What follows belongs to an exercise in optimizing a design on an open flow for small area and a short achievable clock period; a production flow would make more cautious choices.
RTL that was checked went through simulation tests only; none was proved equivalent to the original.

==> job 7739 <==
// hw_cn119652311a_alu
module hw_cn119652311a_alu (
    input         clk,
    input         rst_n,
    input         wr_en,
    input         rd_en,
    input  [11:0] addr,
    input  [31:0] wr_data,
    output reg [31:0] rd_data,
    output reg    irq
);
==> flow/config.mk <==
export PLATFORM = sky130hd
export DESIGN_NAME = hw_cn119652311a_alu
export DESIGN_NICKNAME = hw_cn119652311a_alu
export VERILOG_FILES = /design/flow/design.v
export SDC_FILE = /design/flow/constraint.sdc
export NUM_CORES = 4
export LEC_CHECK = 0
export ABC_AREA = 1
export CAP_MARGIN = 20
export CORE_MARGIN = 2
export CORE_UTILIZATION = 50
export SETUP_SLACK_MARGIN = 4.5
export SLEW_MARGIN = 20
==> flow/constraint.sdc <==
create_clock -name core_clock -period 10.0 [get_ports {clk}]
set_input_delay 2.0000 -clock core_clock [delete_from_list [all_inputs] [get_ports {clk}]]
set_output_delay 2.0000 -clock core_clock [all_outputs]
set_load 0.01 [all_outputs]
run.sh (not shown) runs the stock make flow with config.mk's settings and CLKGATE_MAP_FILE= SYNTH_SCRIPT=/design/flow/synth_recipe.tcl, a recipe that flattens the netlist after the stock synthesis.
==> job 2268 (differences from job 7739) <==
--- a/flow/design.v
+++ b/flow/design.v
@@ -1,14 +1,70 @@
-module hw_mul6x6 (
-    input  [11:0] a,
-    input  [11:0] b,
-    input  [1:0]  comp,
-    output [6:0]  pp_ll,    
-    output [23:0] p
+module hw_cn119652311a_alu (
+    input         clk,
+    input         rst_n,
+    input         wr_en,
+    input         rd_en,
+    input  [11:0] addr,
+    input  [31:0] wr_data,
+    output [31:0] rd_data,
+    output reg    irq
 );
+    function [1:0] f_inc;
+        input [1:0] x;
+        case (x)
+            2'b00: f_inc = 2'b01;
+            2'b01: f_inc = 2'b10;
+            default: f_inc = 2'b00;
+        endcase
+    endfunction
+    function [1:0] f_dec;
+        input [1:0] x;
+        case (x)
+            2'b00: f_dec = 2'b10;
+            2'b10: f_dec = 2'b01;
+            default: f_dec = 2'b00;
+        endcase
+    endfunction
+    function [1:0] f_tsum;
+        input [1:0] x, y;
+        case (x)
+            2'b00: f_tsum = y;
+            2'b01: f_tsum = f_inc(y);
+            default: f_tsum = f_dec(y);
+        endcase
+    endfunction
+    function f_carry;
+        input [1:0] x, y;
+        f_carry = (x == 2'b10 && (y == 2'b01 || y == 2'b10)) ||
+                  (y == 2'b10 && (x == 2'b01 || x == 2'b10));
+    endfunction
+    reg [31:0] vdd_ctrl, vth_cfg, gate_op;
+    reg [31:0] operand_a, operand_b, operand_c, operand_d;
+    reg [31:0] alu_cmd, approx_cfg, comp_mode, irq_enable;
+    reg [1:0]  gate_result;
+    reg        irq_status;
+    reg [23:0] wide_result;   
+    reg [6:0]  alu_small;     
+    reg        alu_wide;      
+    wire [1:0] a0 = operand_a[1:0];
+    wire [1:0] b0 = operand_b[1:0];
+    wire [1:0] c0 = operand_c[1:0];
+    wire [1:0] tsum_ab  = f_tsum(a0, b0);
+    wire       carry_ab = f_carry(a0, b0);
+    wire [1:0] tfa_sum  = f_tsum(tsum_ab, c0);
+    wire       tfa_cy   = carry_ab | f_carry(tsum_ab, c0);
+    wire [1:0] tmul_p;
+    assign tmul_p[0] = (a0 == 2'b01 && b0 == 2'b01) || (a0 == 2'b10 && b0 == 2'b10);
+    assign tmul_p[1] = (a0 == 2'b01 && b0 == 2'b10) || (a0 == 2'b10 && b0 == 2'b01);
+    wire       tmul_cy = (a0 == 2'b10 && b0 == 2'b10);
+    wire [11:0] a = operand_a[11:0];
+    wire [11:0] b = operand_b[11:0];
+    wire [1:0]  comp = comp_mode[1:0];
+    wire [6:0]  pp_ll;
+    wire [23:0] p;
     function [1:0] tm;
         input [1:0] x, y;
         begin
             tm[0] = (x == 2'b01 && y == 2'b01) || (x == 2'b10 && y == 2'b10);
             tm[1] = (x == 2'b01 && y == 2'b10) || (x == 2'b10 && y == 2'b01);
         end
     endfunction
@@ -237,77 +293,16 @@
     assign p[11:10] = tdig(x5, y5, cy5);
     assign p[13:12] = tdig(x6, y6, cy6);
     assign p[15:14] = tdig(x7, y7, cy7);
     assign p[17:16] = tdig(x8, y8, cy8);
     assign p[19:18] = tdig(x9, y9, cy9);
     assign p[21:20] = tdig(x10, y10, cy10);
     assign p[23:22] = tdig(x11, y11, cy11);
-endmodule
-module hw_cn119652311a_alu (
-    input         clk,
-    input         rst_n,
-    input         wr_en,
-    input         rd_en,
-    input  [11:0] addr,
-    input  [31:0] wr_data,
-    output reg [31:0] rd_data,
-    output reg    irq
-);
-    function [1:0] f_inc;
-        input [1:0] x;
-        case (x)
-            2'b00: f_inc = 2'b01;
-            2'b01: f_inc = 2'b10;
-            default: f_inc = 2'b00;
-        endcase
-    endfunction
-    function [1:0] f_dec;
-        input [1:0] x;
-        case (x)
-            2'b00: f_dec = 2'b10;
-            2'b10: f_dec = 2'b01;
-            default: f_dec = 2'b00;
-        endcase
-    endfunction
-    function [1:0] f_tsum;
-        input [1:0] x, y;
-        case (x)
-            2'b00: f_tsum = y;
-            2'b01: f_tsum = f_inc(y);
-            default: f_tsum = f_dec(y);
-        endcase
-    endfunction
-    function f_carry;
-        input [1:0] x, y;
-        f_carry = (x == 2'b10 && (y == 2'b01 || y == 2'b10)) ||
-                  (y == 2'b10 && (x == 2'b01 || x == 2'b10));
-    endfunction
-    reg [31:0] vdd_ctrl, vth_cfg, gate_op;
-    reg [31:0] operand_a, operand_b, operand_c, operand_d;
-    reg [31:0] alu_cmd, approx_cfg, comp_mode, irq_enable;
-    reg [1:0]  gate_result;
-    reg        irq_status;
-    reg [23:0] wide_result;   
-    reg [6:0]  alu_small;     
-    reg        alu_wide;      
-    wire [1:0] a0 = operand_a[1:0];
-    wire [1:0] b0 = operand_b[1:0];
-    wire [1:0] c0 = operand_c[1:0];
-    wire [1:0] tsum_ab  = f_tsum(a0, b0);
-    wire       carry_ab = f_carry(a0, b0);
-    wire [1:0] tfa_sum  = f_tsum(tsum_ab, c0);
-    wire       tfa_cy   = carry_ab | f_carry(tsum_ab, c0);
-    wire [1:0] tmul_p;
-    assign tmul_p[0] = (a0 == 2'b01 && b0 == 2'b01) || (a0 == 2'b10 && b0 == 2'b10);
-    assign tmul_p[1] = (a0 == 2'b01 && b0 == 2'b10) || (a0 == 2'b10 && b0 == 2'b01);
-    wire       tmul_cy = (a0 == 2'b10 && b0 == 2'b10);
-    wire [6:0]  mul2;
-    wire [23:0] mul6;
-    hw_mul6x6 u_mul6x6 (.a(operand_a[11:0]), .b(operand_b[11:0]),
-                        .comp(comp_mode[1:0]), .pp_ll(mul2), .p(mul6));
+    wire [6:0]  mul2 = pp_ll;
+    wire [23:0] mul6 = p;
     reg [6:0] small_res;
     always @(*) begin
         case (wr_data[3:0])
             4'd1: small_res = {5'b0, tsum_ab};
             4'd2: small_res = {4'b0, carry_ab, tsum_ab};
             4'd3: small_res = {4'b0, tfa_cy, tfa_sum};
             4'd4: small_res = {4'b0, tmul_cy, tmul_p};
@@ -386,27 +381,49 @@
                 irq_status <= 1'b0;
             if (!irq_status)
                 irq <= 1'b0;
             else if (we_cmd && irq_enable[0])
                 irq <= 1'b1;
         end
     end
+    wire [23:0] alu_res = alu_wide ? {8'b0, wide_result} : {17'b0, alu_small};
+    hw_rdmux u_rdmux (
+        .rd_en(rd_en), .addr(addr),
+        .vdd_ctrl(vdd_ctrl), .vth_cfg(vth_cfg), .gate_op(gate_op), .gate_result(gate_result),
+        .operand_a(operand_a), .operand_b(operand_b), .operand_c(operand_c), .operand_d(operand_d),
+        .alu_cmd(alu_cmd), .alu_res(alu_res), .wide_result(wide_result),
+        .approx_cfg(approx_cfg), .comp_mode(comp_mode), .irq_status(irq_status), .irq_enable(irq_enable),
+        .rd_data(rd_data));
+endmodule
+module hw_rdmux (
+    input         rd_en,
+    input  [11:0] addr,
+    input  [31:0] vdd_ctrl, vth_cfg, gate_op,
+    input  [1:0]  gate_result,
+    input  [31:0] operand_a, operand_b, operand_c, operand_d,
+    input  [31:0] alu_cmd,
+    input  [23:0] alu_res,
+    input  [23:0] wide_result,
+    input  [31:0] approx_cfg, comp_mode,
+    input         irq_status,
+    input  [31:0] irq_enable,
+    output [31:0] rd_data
+);
     wire rd_ok = (rd_en & ~addr[11]) & (~addr[10] & ~addr[1]) & ~addr[0];
     wire g_lo  = rd_ok & (~addr[9] & ~addr[8]);
     wire g_hi  = rd_ok & (addr[9] & ~addr[8]);
     wire [3:0] q1, q2, q3;
     genvar gi;
     generate
         for (gi = 0; gi < 4; gi = gi + 1) begin : g_dec
             assign q1[gi] = (addr[3:2] == gi);
             assign q2[gi] = (addr[5:4] == gi);
             assign q3[gi] = (addr[7:6] == gi);
         end
     endgenerate
-    wire [31:0] alu_res = alu_wide ? {8'b0, wide_result} : {25'b0, alu_small};
     wire s0 = (g_lo & q3[0]) & (q2[0] & q1[0]);
     wire s1 = (g_lo & q3[0]) & (q2[0] & q1[1]);
     wire s2 = (g_lo & q3[0]) & (q2[1] & q1[0]);
     wire s3 = (g_lo & q3[0]) & (q2[1] & q1[1]);
     wire s4 = (g_lo & q3[0]) & (q2[2] & q1[0]);
     wire s5 = (g_lo & q3[0]) & (q2[2] & q1[1]);
     wire s6 = (g_lo & q3[0]) & (q2[2] & q1[2]);
@@ -429,29 +446,28 @@
     wire s23 = (g_lo & q3[2]) & (q2[3] & q1[1]);
     wire s24 = (g_lo & q3[2]) & (q2[3] & q1[2]);
     wire s25 = (g_lo & q3[2]) & (q2[3] & q1[3]);
     wire s26 = (g_lo & q3[3]) & (q2[0] & q1[0]);
     wire s27 = (g_lo & q3[3]) & (q2[0] & q1[1]);
     wire s28 = (g_hi & q3[0]) & (q2[0] & q1[0]);
     wire s29 = (g_hi & q3[0]) & (q2[0] & q1[1]);
-    always @(*) begin
-        rd_data = ({32{s0}} & 32'h48570001) |
+    assign rd_data = ({32{s0}} & 32'h48570001) |
                   ({32{s1}} & 32'h000001FF) |
                   ({32{s2}} & vdd_ctrl) |
                   ({32{s3}} & vth_cfg) |
                   ({32{s4}} & gate_op) |
                   ({32{s5}} & {30'b0, gate_result}) |
                   ({32{s6}} & 32'h00000001) |
                   ({32{s7}} & operand_a) |
                   ({32{s8}} & operand_b) |
                   ({32{s9}} & operand_c) |
                   ({32{s10}} & operand_d) |
                   ({32{s11}} & alu_cmd) |
                   ({32{s12}} & 32'h00000001) |
-                  ({32{s13}} & alu_res) |
+                  ({32{s13}} & {8'b0, alu_res}) |
                   ({32{s14}} & {30'b0, wide_result[1:0]}) |
                   ({32{s15}} & {30'b0, wide_result[3:2]}) |
                   ({32{s16}} & {30'b0, wide_result[5:4]}) |
                   ({32{s17}} & {30'b0, wide_result[7:6]}) |
                   ({32{s18}} & {30'b0, wide_result[9:8]}) |
                   ({32{s19}} & {30'b0, wide_result[11:10]}) |
                   ({32{s20}} & {30'b0, wide_result[13:12]}) |
@@ -460,9 +476,8 @@
                   ({32{s23}} & {30'b0, wide_result[19:18]}) |
                   ({32{s24}} & {30'b0, wide_result[21:20]}) |
                   ({32{s25}} & {30'b0, wide_result[23:22]}) |
                   ({32{s26}} & approx_cfg) |
                   ({32{s27}} & comp_mode) |
                   ({32{s28}} & {31'b0, irq_status}) |
                   ({32{s29}} & irq_enable);
-    end
 endmodule
--- a/flow/config.mk
+++ b/flow/config.mk
@@ -5,9 +5,12 @@
 export SDC_FILE = /design/flow/constraint.sdc
 export NUM_CORES = 4
 export LEC_CHECK = 0
 export ABC_AREA = 1
 export CAP_MARGIN = 20
 export CORE_MARGIN = 2
 export CORE_UTILIZATION = 50
-export SETUP_SLACK_MARGIN = 4.5
+export CTS_CLUSTER_DIAMETER = 100
+export CTS_CLUSTER_SIZE = 30
+export SETUP_SLACK_MARGIN = 5.0
 export SLEW_MARGIN = 20
+export SYNTH_HIERARCHICAL = 1
==> job 7386 (differences from job 7739) <==
--- a/flow/design.v
+++ b/flow/design.v
@@ -1,14 +1,70 @@
-module hw_mul6x6 (
-    input  [11:0] a,
-    input  [11:0] b,
-    input  [1:0]  comp,
-    output [6:0]  pp_ll,    
-    output [23:0] p
+module hw_cn119652311a_alu (
+    input         clk,
+    input         rst_n,
+    input         wr_en,
+    input         rd_en,
+    input  [11:0] addr,
+    input  [31:0] wr_data,
+    output [31:0] rd_data,
+    output reg    irq
 );
+    function [1:0] f_inc;
+        input [1:0] x;
+        case (x)
+            2'b00: f_inc = 2'b01;
+            2'b01: f_inc = 2'b10;
+            default: f_inc = 2'b00;
+        endcase
+    endfunction
+    function [1:0] f_dec;
+        input [1:0] x;
+        case (x)
+            2'b00: f_dec = 2'b10;
+            2'b10: f_dec = 2'b01;
+            default: f_dec = 2'b00;
+        endcase
+    endfunction
+    function [1:0] f_tsum;
+        input [1:0] x, y;
+        case (x)
+            2'b00: f_tsum = y;
+            2'b01: f_tsum = f_inc(y);
+            default: f_tsum = f_dec(y);
+        endcase
+    endfunction
+    function f_carry;
+        input [1:0] x, y;
+        f_carry = (x == 2'b10 && (y == 2'b01 || y == 2'b10)) ||
+                  (y == 2'b10 && (x == 2'b01 || x == 2'b10));
+    endfunction
+    reg [31:0] vdd_ctrl, vth_cfg, gate_op;
+    reg [31:0] operand_a, operand_b, operand_c, operand_d;
+    reg [31:0] alu_cmd, approx_cfg, comp_mode, irq_enable;
+    reg [1:0]  gate_result;
+    reg        irq_status;
+    reg [23:0] wide_result;   
+    reg [6:0]  alu_small;     
+    reg        alu_wide;      
+    wire [1:0] a0 = operand_a[1:0];
+    wire [1:0] b0 = operand_b[1:0];
+    wire [1:0] c0 = operand_c[1:0];
+    wire [1:0] tsum_ab  = f_tsum(a0, b0);
+    wire       carry_ab = f_carry(a0, b0);
+    wire [1:0] tfa_sum  = f_tsum(tsum_ab, c0);
+    wire       tfa_cy   = carry_ab | f_carry(tsum_ab, c0);
+    wire [1:0] tmul_p;
+    assign tmul_p[0] = (a0 == 2'b01 && b0 == 2'b01) || (a0 == 2'b10 && b0 == 2'b10);
+    assign tmul_p[1] = (a0 == 2'b01 && b0 == 2'b10) || (a0 == 2'b10 && b0 == 2'b01);
+    wire       tmul_cy = (a0 == 2'b10 && b0 == 2'b10);
+    wire [11:0] a = operand_a[11:0];
+    wire [11:0] b = operand_b[11:0];
+    wire [1:0]  comp = comp_mode[1:0];
+    wire [6:0]  pp_ll;
+    wire [23:0] p;
     function [1:0] tm;
         input [1:0] x, y;
         begin
             tm[0] = (x == 2'b01 && y == 2'b01) || (x == 2'b10 && y == 2'b10);
             tm[1] = (x == 2'b01 && y == 2'b10) || (x == 2'b10 && y == 2'b01);
         end
     endfunction
@@ -237,77 +293,16 @@
     assign p[11:10] = tdig(x5, y5, cy5);
     assign p[13:12] = tdig(x6, y6, cy6);
     assign p[15:14] = tdig(x7, y7, cy7);
     assign p[17:16] = tdig(x8, y8, cy8);
     assign p[19:18] = tdig(x9, y9, cy9);
     assign p[21:20] = tdig(x10, y10, cy10);
     assign p[23:22] = tdig(x11, y11, cy11);
-endmodule
-module hw_cn119652311a_alu (
-    input         clk,
-    input         rst_n,
-    input         wr_en,
-    input         rd_en,
-    input  [11:0] addr,
-    input  [31:0] wr_data,
-    output reg [31:0] rd_data,
-    output reg    irq
-);
-    function [1:0] f_inc;
-        input [1:0] x;
-        case (x)
-            2'b00: f_inc = 2'b01;
-            2'b01: f_inc = 2'b10;
-            default: f_inc = 2'b00;
-        endcase
-    endfunction
-    function [1:0] f_dec;
-        input [1:0] x;
-        case (x)
-            2'b00: f_dec = 2'b10;
-            2'b10: f_dec = 2'b01;
-            default: f_dec = 2'b00;
-        endcase
-    endfunction
-    function [1:0] f_tsum;
-        input [1:0] x, y;
-        case (x)
-            2'b00: f_tsum = y;
-            2'b01: f_tsum = f_inc(y);
-            default: f_tsum = f_dec(y);
-        endcase
-    endfunction
-    function f_carry;
-        input [1:0] x, y;
-        f_carry = (x == 2'b10 && (y == 2'b01 || y == 2'b10)) ||
-                  (y == 2'b10 && (x == 2'b01 || x == 2'b10));
-    endfunction
-    reg [31:0] vdd_ctrl, vth_cfg, gate_op;
-    reg [31:0] operand_a, operand_b, operand_c, operand_d;
-    reg [31:0] alu_cmd, approx_cfg, comp_mode, irq_enable;
-    reg [1:0]  gate_result;
-    reg        irq_status;
-    reg [23:0] wide_result;   
-    reg [6:0]  alu_small;     
-    reg        alu_wide;      
-    wire [1:0] a0 = operand_a[1:0];
-    wire [1:0] b0 = operand_b[1:0];
-    wire [1:0] c0 = operand_c[1:0];
-    wire [1:0] tsum_ab  = f_tsum(a0, b0);
-    wire       carry_ab = f_carry(a0, b0);
-    wire [1:0] tfa_sum  = f_tsum(tsum_ab, c0);
-    wire       tfa_cy   = carry_ab | f_carry(tsum_ab, c0);
-    wire [1:0] tmul_p;
-    assign tmul_p[0] = (a0 == 2'b01 && b0 == 2'b01) || (a0 == 2'b10 && b0 == 2'b10);
-    assign tmul_p[1] = (a0 == 2'b01 && b0 == 2'b10) || (a0 == 2'b10 && b0 == 2'b01);
-    wire       tmul_cy = (a0 == 2'b10 && b0 == 2'b10);
-    wire [6:0]  mul2;
-    wire [23:0] mul6;
-    hw_mul6x6 u_mul6x6 (.a(operand_a[11:0]), .b(operand_b[11:0]),
-                        .comp(comp_mode[1:0]), .pp_ll(mul2), .p(mul6));
+    wire [6:0]  mul2 = pp_ll;
+    wire [23:0] mul6 = p;
     reg [6:0] small_res;
     always @(*) begin
         case (wr_data[3:0])
             4'd1: small_res = {5'b0, tsum_ab};
             4'd2: small_res = {4'b0, carry_ab, tsum_ab};
             4'd3: small_res = {4'b0, tfa_cy, tfa_sum};
             4'd4: small_res = {4'b0, tmul_cy, tmul_p};
@@ -386,27 +381,49 @@
                 irq_status <= 1'b0;
             if (!irq_status)
                 irq <= 1'b0;
             else if (we_cmd && irq_enable[0])
                 irq <= 1'b1;
         end
     end
+    wire [23:0] alu_res = alu_wide ? {8'b0, wide_result} : {17'b0, alu_small};
+    hw_rdmux u_rdmux (
+        .rd_en(rd_en), .addr(addr),
+        .vdd_ctrl(vdd_ctrl), .vth_cfg(vth_cfg), .gate_op(gate_op), .gate_result(gate_result),
+        .operand_a(operand_a), .operand_b(operand_b), .operand_c(operand_c), .operand_d(operand_d),
+        .alu_cmd(alu_cmd), .alu_res(alu_res), .wide_result(wide_result),
+        .approx_cfg(approx_cfg), .comp_mode(comp_mode), .irq_status(irq_status), .irq_enable(irq_enable),
+        .rd_data(rd_data));
+endmodule
+module hw_rdmux (
+    input         rd_en,
+    input  [11:0] addr,
+    input  [31:0] vdd_ctrl, vth_cfg, gate_op,
+    input  [1:0]  gate_result,
+    input  [31:0] operand_a, operand_b, operand_c, operand_d,
+    input  [31:0] alu_cmd,
+    input  [23:0] alu_res,
+    input  [23:0] wide_result,
+    input  [31:0] approx_cfg, comp_mode,
+    input         irq_status,
+    input  [31:0] irq_enable,
+    output [31:0] rd_data
+);
     wire rd_ok = (rd_en & ~addr[11]) & (~addr[10] & ~addr[1]) & ~addr[0];
     wire g_lo  = rd_ok & (~addr[9] & ~addr[8]);
     wire g_hi  = rd_ok & (addr[9] & ~addr[8]);
     wire [3:0] q1, q2, q3;
     genvar gi;
     generate
         for (gi = 0; gi < 4; gi = gi + 1) begin : g_dec
             assign q1[gi] = (addr[3:2] == gi);
             assign q2[gi] = (addr[5:4] == gi);
             assign q3[gi] = (addr[7:6] == gi);
         end
     endgenerate
-    wire [31:0] alu_res = alu_wide ? {8'b0, wide_result} : {25'b0, alu_small};
     wire s0 = (g_lo & q3[0]) & (q2[0] & q1[0]);
     wire s1 = (g_lo & q3[0]) & (q2[0] & q1[1]);
     wire s2 = (g_lo & q3[0]) & (q2[1] & q1[0]);
     wire s3 = (g_lo & q3[0]) & (q2[1] & q1[1]);
     wire s4 = (g_lo & q3[0]) & (q2[2] & q1[0]);
     wire s5 = (g_lo & q3[0]) & (q2[2] & q1[1]);
     wire s6 = (g_lo & q3[0]) & (q2[2] & q1[2]);
@@ -429,29 +446,28 @@
     wire s23 = (g_lo & q3[2]) & (q2[3] & q1[1]);
     wire s24 = (g_lo & q3[2]) & (q2[3] & q1[2]);
     wire s25 = (g_lo & q3[2]) & (q2[3] & q1[3]);
     wire s26 = (g_lo & q3[3]) & (q2[0] & q1[0]);
     wire s27 = (g_lo & q3[3]) & (q2[0] & q1[1]);
     wire s28 = (g_hi & q3[0]) & (q2[0] & q1[0]);
     wire s29 = (g_hi & q3[0]) & (q2[0] & q1[1]);
-    always @(*) begin
-        rd_data = ({32{s0}} & 32'h48570001) |
+    assign rd_data = ({32{s0}} & 32'h48570001) |
                   ({32{s1}} & 32'h000001FF) |
                   ({32{s2}} & vdd_ctrl) |
                   ({32{s3}} & vth_cfg) |
                   ({32{s4}} & gate_op) |
                   ({32{s5}} & {30'b0, gate_result}) |
                   ({32{s6}} & 32'h00000001) |
                   ({32{s7}} & operand_a) |
                   ({32{s8}} & operand_b) |
                   ({32{s9}} & operand_c) |
                   ({32{s10}} & operand_d) |
                   ({32{s11}} & alu_cmd) |
                   ({32{s12}} & 32'h00000001) |
-                  ({32{s13}} & alu_res) |
+                  ({32{s13}} & {8'b0, alu_res}) |
                   ({32{s14}} & {30'b0, wide_result[1:0]}) |
                   ({32{s15}} & {30'b0, wide_result[3:2]}) |
                   ({32{s16}} & {30'b0, wide_result[5:4]}) |
                   ({32{s17}} & {30'b0, wide_result[7:6]}) |
                   ({32{s18}} & {30'b0, wide_result[9:8]}) |
                   ({32{s19}} & {30'b0, wide_result[11:10]}) |
                   ({32{s20}} & {30'b0, wide_result[13:12]}) |
@@ -460,9 +476,8 @@
                   ({32{s23}} & {30'b0, wide_result[19:18]}) |
                   ({32{s24}} & {30'b0, wide_result[21:20]}) |
                   ({32{s25}} & {30'b0, wide_result[23:22]}) |
                   ({32{s26}} & approx_cfg) |
                   ({32{s27}} & comp_mode) |
                   ({32{s28}} & {31'b0, irq_status}) |
                   ({32{s29}} & irq_enable);
-    end
 endmodule
==> flow/config.mk (replaced) <==
export PLATFORM = sky130hd
export DESIGN_NAME = hw_cn119652311a_alu
export DESIGN_NICKNAME = hw_cn119652311a_alu
export VERILOG_FILES = /design/flow/design.v
export SDC_FILE = /design/flow/constraint.sdc
export NUM_CORES = 4
export LEC_CHECK = 0
export ABC_AREA = 1
export CAP_MARGIN = 20
export CORE_MARGIN = 2
export CORE_UTILIZATION = 65
export CTS_CLUSTER_DIAMETER = 100
export CTS_CLUSTER_SIZE = 30
export SETUP_SLACK_MARGIN = 4.6
export SLEW_MARGIN = 20
export SYNTH_HIERARCHICAL = 1
==> impl_metrics.env <==
export IMPL_finalCritPeriodShare_pct=60.86
export IMPL_r2r_start="operand_a[1]"
export IMPL_num_rows=77
export IMPL_top_layer="met5"
export IMPL_synth_simple_area_share_pct=25.91
export IMPL_htreeDepth=2
export IMPL_status="finished clean"
export IMPL_multi_input_area_share_pct=43.60
export IMPL_synth_distinct_cells=63
export IMPL_area_share_clock_buf_inv_pct=4.295
export IMPL_syn_avg_cell_area_um2=7.577
export IMPL_timing_hold_ws_ns=0.4842
Source of the figures above: job 7739

==> impl_metrics.env <==
export IMPL_num_rows=79
export IMPL_synth_distinct_cells=58
export IMPL_synth_simple_area_share_pct=34.78
export IMPL_timing_hold_ws_ns=0.4953
export IMPL_status="finished clean"
export IMPL_htreeDepth=1
export IMPL_syn_avg_cell_area_um2=6.799
export IMPL_r2r_start="operand_b[0]"
Source of the figures above: job 2268

==> impl_metrics.env <==
export IMPL_finalCritPeriodShare_pct=58.39
export IMPL_timing_hold_ws_ns=0.4975
export IMPL_multi_input_area_share_pct=46.39
export IMPL_top_layer="met4"
export IMPL_r2r_start="comp_mode[0]"
export IMPL_status="finished clean"
export IMPL_area_share_clock_buf_inv_pct=1.900
export IMPL_synth_simple_area_share_pct=34.78
Source of the figures above: job 7386

For job 7739, only the layout was checked, not whether the RTL still works.

==> afterwards: timing with drivers on the ports <==
The flow's constraints put no driver on any port. The routed layouts listed below were extracted and timed again, unchanged, in two steps. Step 1: set_driving_cell puts a clkbuf_16 on clk and a buf_2 on each other input, an assumption about the parent block. Step 2 times the ports against the registers' clock, not the clock port: input delays grow and output delays shrink by t, the midpoint of the rising clock arrivals with the driver on. Slacks: no drivers / after step 1 / after step 2; pairs: no drivers / after step 1.
| run | t, ns | setup WS [ns] | clock arrival spread, ns | worst register clock-pin slew, ns |
|---|---|---|---|---|
| job 7739 | 0.586 | 3.914 / 3.873 / 3.873 | 0.019 / 0.020 | 0.07 / 0.07 |
| job 2268 | 0.587 | 4.338 / 4.288 / 4.288 | 0.027 / 0.027 | 0.12 / 0.12 |
| job 7386 | 0.587 | 4.161 / 4.114 / 4.114 | 0.053 / 0.052 | 0.12 / 0.12 |
After both steps every run listed still meets setup and hold. The setup slack of job 2268, which loses most, moves by -0.050 ns with the drivers and by -0.050 ns with both steps.
